Source: an optimization exercise on an open RTL-to-GDS flow (aim: small area). Production flows keep margins and buffers that such runs may drop.
Function was checked by simulation only, so behaviour that the tests miss may differ from the original.
Power and IR drop assume default switching activity.

==> inputs of run R <==
==> flow/design.v <==
package arp_packet_generator_package;
	localparam [7:0] PRE_BYTE = 8'h55;
	localparam [7:0] SFD = 8'hd5;
	localparam [15:0] ARP_ETHERTYPE = 16'h0806;
	localparam [15:0] HTYPE = 16'd1;
	localparam [15:0] PTYPE = 16'h0800;
	localparam [7:0] HLEN = 8'd6;
	localparam [7:0] PLEN = 8'd4;
endpackage
package crc_32_byte_package;
	localparam [31:0] CRC_POLY_REFL = 32'hedb88320;
endpackage
import crc_32_byte_package::*;
module crc_32_byte
(
	input wire [31:0] crc_in,
	input wire [7:0] idx,
	input wire fill,
	output logic [31:0] crc_next
);
	always_comb begin
		logic [31:0] c;
		c = {24'd0, idx};
		for (int i = 0; i < 8; i++)
			c = c[0] ? ((c >> 1) ^ CRC_POLY_REFL) : (c >> 1);
		crc_next = {{8{fill}}, crc_in[31:8]} ^ c;
	end
endmodule
import arp_packet_generator_package::*;
import crc_32_byte_package::*;
module arp_packet_generator
(
	input wire clk,
	input wire rst_n,
	input wire [47:0] src_mac_add,
	input wire [47:0] des_mac_add,
	input wire [31:0] src_ip_add,
	input wire [31:0] des_ip_add,
	input wire [15:0] operator,
	input wire req,
	output logic gmii_tx_en,
	output logic [7:0] gmii_txd
);
	logic [6:0] st;
	logic [7:0] ring_a [16];
	logic [7:0] ring_b [6];
	logic [31:0] crc;
	logic [31:0] crc_next;
	logic accept;
	logic sel_a, sel_b1, sel_b2, sel_fcs;
	logic [7:0] field_byte;
	logic [7:0] const_byte;
	logic crc_feed;
	logic [7:0] idx;
	assign accept = req && (st == 7'd0 || st == 7'd73);
	always_ff @(posedge clk or negedge rst_n) begin
		if (!rst_n)
			st <= 7'd0;
		else if (st == 7'd0 || st == 7'd73)
			st <= {6'd0, req};
		else
			st <= st + 7'd1;
	end
	always_ff @(posedge clk) begin
		if (accept) begin
			ring_a[9]  <= ~des_mac_add[47:40];
			ring_a[10] <= ~des_mac_add[39:32];
			ring_a[11] <= ~des_mac_add[31:24];
			ring_a[12] <= ~des_mac_add[23:16];
			ring_a[13] <= ~des_mac_add[15:8];
			ring_a[14] <= ~des_mac_add[7:0];
			ring_a[15] <= ~src_mac_add[47:40];
			ring_a[0]  <= ~src_mac_add[39:32];
			ring_a[1]  <= ~src_mac_add[31:24];
			ring_a[2]  <= ~src_mac_add[23:16];
			ring_a[3]  <= ~src_mac_add[15:8];
			ring_a[4]  <= ~src_mac_add[7:0];
			ring_a[5]  <= ~src_ip_add[31:24];
			ring_a[6]  <= ~src_ip_add[23:16];
			ring_a[7]  <= ~src_ip_add[15:8];
			ring_a[8]  <= ~src_ip_add[7:0];
			ring_b[5] <= ~operator[15:8];
			ring_b[0] <= ~operator[7:0];
			ring_b[1] <= ~des_ip_add[31:24];
			ring_b[2] <= ~des_ip_add[23:16];
			ring_b[3] <= ~des_ip_add[15:8];
			ring_b[4] <= ~des_ip_add[7:0];
		end else begin
			for (int i = 0; i < 16; i++)
				ring_a[i] <= ~ring_a[(i + 1) % 16];
			for (int i = 0; i < 6; i++)
				ring_b[i] <= ~ring_b[(i + 1) % 6];
		end
	end
	always_comb begin
		sel_a = (st >= 7'd10 && st <= 7'd21) || (st >= 7'd32 && st <= 7'd47);
		sel_b1 = (st == 7'd30 || st == 7'd31);
		sel_b2 = (st >= 7'd48 && st <= 7'd51);
		sel_fcs = (st >= 7'd70 && st <= 7'd73);
		crc_feed = (st >= 7'd10 && st <= 7'd69);
		case (st)
			7'd2, 7'd3, 7'd4, 7'd5, 7'd6, 7'd7, 7'd8: const_byte = PRE_BYTE;
			7'd9:  const_byte = SFD;
			7'd22: const_byte = ARP_ETHERTYPE[15:8];
			7'd23: const_byte = ARP_ETHERTYPE[7:0];
			7'd24: const_byte = HTYPE[15:8];
			7'd25: const_byte = HTYPE[7:0];
			7'd26: const_byte = PTYPE[15:8];
			7'd27: const_byte = PTYPE[7:0];
			7'd28: const_byte = HLEN;
			7'd29: const_byte = PLEN;
			default: const_byte = 8'd0;
		endcase
	end
	logic [7:0] tap_raw;
	assign tap_raw = ({8{sel_a}} & ring_a[0]) | ({8{sel_b1}} & ring_b[0]) |
	                 ({8{sel_b2}} & ring_b[2]);
	assign field_byte = tap_raw ^ {8{st[0] & (sel_a | sel_b1 | sel_b2)}};
	assign idx = {8{crc_feed}} & (crc[7:0] ^ gmii_txd);
	crc_32_byte u0
	(
		.crc_in(crc),
		.idx(idx),
		.fill(!crc_feed),
		.crc_next(crc_next)
	);
	always_ff @(posedge clk)
		crc <= crc_next;
	assign gmii_tx_en = (st >= 7'd2 && st <= 7'd73);
	assign gmii_txd = field_byte | const_byte | ({8{sel_fcs}} & ~crc[7:0]);
endmodule
==> flow/flow/run.sh <==
#!/bin/bash
# Layout with the standard ORFS flow, with two changes:
#  - the input and output ports get the smallest buffer (buf_1);
#  - clock tree synthesis inserts no dummy loads.
cp standard.sh standard.sh.txt
export BUFFER_PORTS_ARGS="-buffer_cell sky130_fd_sc_hd__buf_1"
export CTS_ARGS="-sink_clustering_enable -repair_clock_nets -dont_use_dummy_load"
bash standard.sh > standard.log 2>&1
==> flow/standard.sh <==
#!/bin/bash
# synth_recipe.tcl (not shown) runs the flow's synth.tcl, then flattens the netlist and writes it again
# the make line also repeats each setting of config.mk as NAME=value (left out here)
make -C /OpenROAD-flow-scripts/flow DESIGN_CONFIG=/design/flow/config.mk WORK_HOME=/design/flow/orfs CLKGATE_MAP_FILE= SYNTH_SCRIPT=/design/flow/synth_recipe.tcl "${@:-finish}"
==> flow/config.mk <==
export PLATFORM = sky130hd
export DESIGN_NAME = arp_packet_generator
export DESIGN_NICKNAME = arp_packet_generator
export VERILOG_FILES = /design/flow/design.v
export SDC_FILE = /design/flow/constraint.sdc
export NUM_CORES = 4
export LEC_CHECK = 0
export CAP_MARGIN = 20
export CORE_MARGIN = 2
export CORE_UTILIZATION = 40
export SLEW_MARGIN = 20
==> flow/constraint.sdc <==
create_clock -name core_clock -period 5.0 [get_ports {clk}]
set_input_delay 1.0000 -clock core_clock [delete_from_list [all_inputs] [get_ports {clk}]]
set_output_delay 1.0000 -clock core_clock [all_outputs]
set_load 0.01 [all_outputs]
==> run E: changes against run R <==
==> flow/flow/run.sh (replaced) <==
#!/bin/bash
# Layout with the standard ORFS flow (standard.sh), with these changes:
#  - synthesis maps the logic with ABC's area mapper (flow/synth_area.tcl);
#  - the input and output ports get the smallest buffer (buf_1);
#  - clock tree synthesis inserts no dummy loads and uses clkbuf_4 buffers with clusters of at most 10 sinks.
set -e
export FLOW_WORK=$PWD
sed "s#SYNTH_SCRIPT=[^ ]*#SYNTH_SCRIPT=$PWD/flow/synth_area.tcl#" standard.sh > standard_area.sh
grep -q "SYNTH_SCRIPT=$PWD/flow/synth_area.tcl" standard_area.sh
export BUFFER_PORTS_ARGS="-buffer_cell sky130_fd_sc_hd__buf_1"
export CTS_ARGS="-sink_clustering_enable -repair_clock_nets -dont_use_dummy_load -buf_list {sky130_fd_sc_hd__clkbuf_4} -sink_clustering_size 11 -sink_clustering_max_diameter 60"
bash standard_area.sh > standard.log 2>&1
==> flow/flow/area.abc (new file) <==
strash
dch -f
amap
==> flow/flow/synth_area.tcl (new file) <==
# The standard synthesis (synth_recipe.tcl, which this sources unchanged),
# except that the technology mapping of the combinational logic uses ABC's
# area-oriented mapper (area.abc) instead of ORFS's delay-oriented script.
set area_abc_script [file join [file dirname [file normalize [info script]]] area.abc]
proc abc {args} {
  set i [lsearch -exact $args -script]
  if { $i >= 0 } {
    lset args [expr { $i + 1 }] $::area_abc_script
  }
  yosys abc {*}$args
}
source $::env(FLOW_WORK)/synth_recipe.tcl
SETUP_SLACK_MARGIN = -0.45   (was default)
==> comparison <==
Against run E, the final cell count of run R is larger by about 1.1%.
Against run R, the clock power of run E is lower by about 50%.
Flip-flop and latch count is the same in run R and run E.
First-iteration DRC count: run R is lower than run E (about 43%).
==> figures <==
|  | run R | run E |
|---|---|---|
| Maximum number of pins on one net before global-route repair | 66 | 177 |
| Non-clock inverter total of the final layout | 9 | 33 |
| Synthesized cell area | 0.007974 mm^2 | 0.006758 mm^2 |
| Power Dens Cells | 334.2 mW/mm^2 | 306.7 mW/mm^2 |
| Outcome | timing/DRC/antenna clean | timing/DRC/antenna clean |
| Synthesized-area fraction occupied by and/or/nand/nor cells | 3.923% | 5.240% |
| Area Overhead vs Synth | 19.22% | 19.57% |
| Total area of multi-input combinational cells | 0.003460 mm^2 | 0.002330 mm^2 |
| Global Route met3 Usage | 4.686% | 4.649% |
| Multi-input gate share of the layout cell area | 36.39% | 28.83% |

[port drivers added, routing unchanged]
In the flow no input, the clock included, has a driving cell. The finished layouts below were timed again as built, in two steps.
Step 1 (the two cells are an assumption about what drives the block):
set clk [get_ports {clk}]
set_driving_cell -lib_cell sky130_fd_sc_hd__clkbuf_16 $clk
set_driving_cell -lib_cell sky130_fd_sc_hd__buf_2 [delete_from_list [all_inputs] $clk]
Step 2 times the ports against the registers' clock, not the clock port: input delays grow and output delays shrink by t, the midpoint of the rising clock arrivals with the driver on.
Slacks: ideal / step 1 / step 2; pairs: ideal / step 1.
run	t, ns	slack for setup (ns)	worst setup path after step 2	latest minus earliest clock arrival (ns)	worst register clock-pin slew, ns
run R	0.528	0.496 / 0.456 / 0.983	register to output	0.024 / 0.023	0.06 / 0.06
run E	0.630	0.333 / 0.333 / 0.333	register to register	0.039 / 0.038	0.11 / 0.11
After both steps every run listed still meets setup and hold.
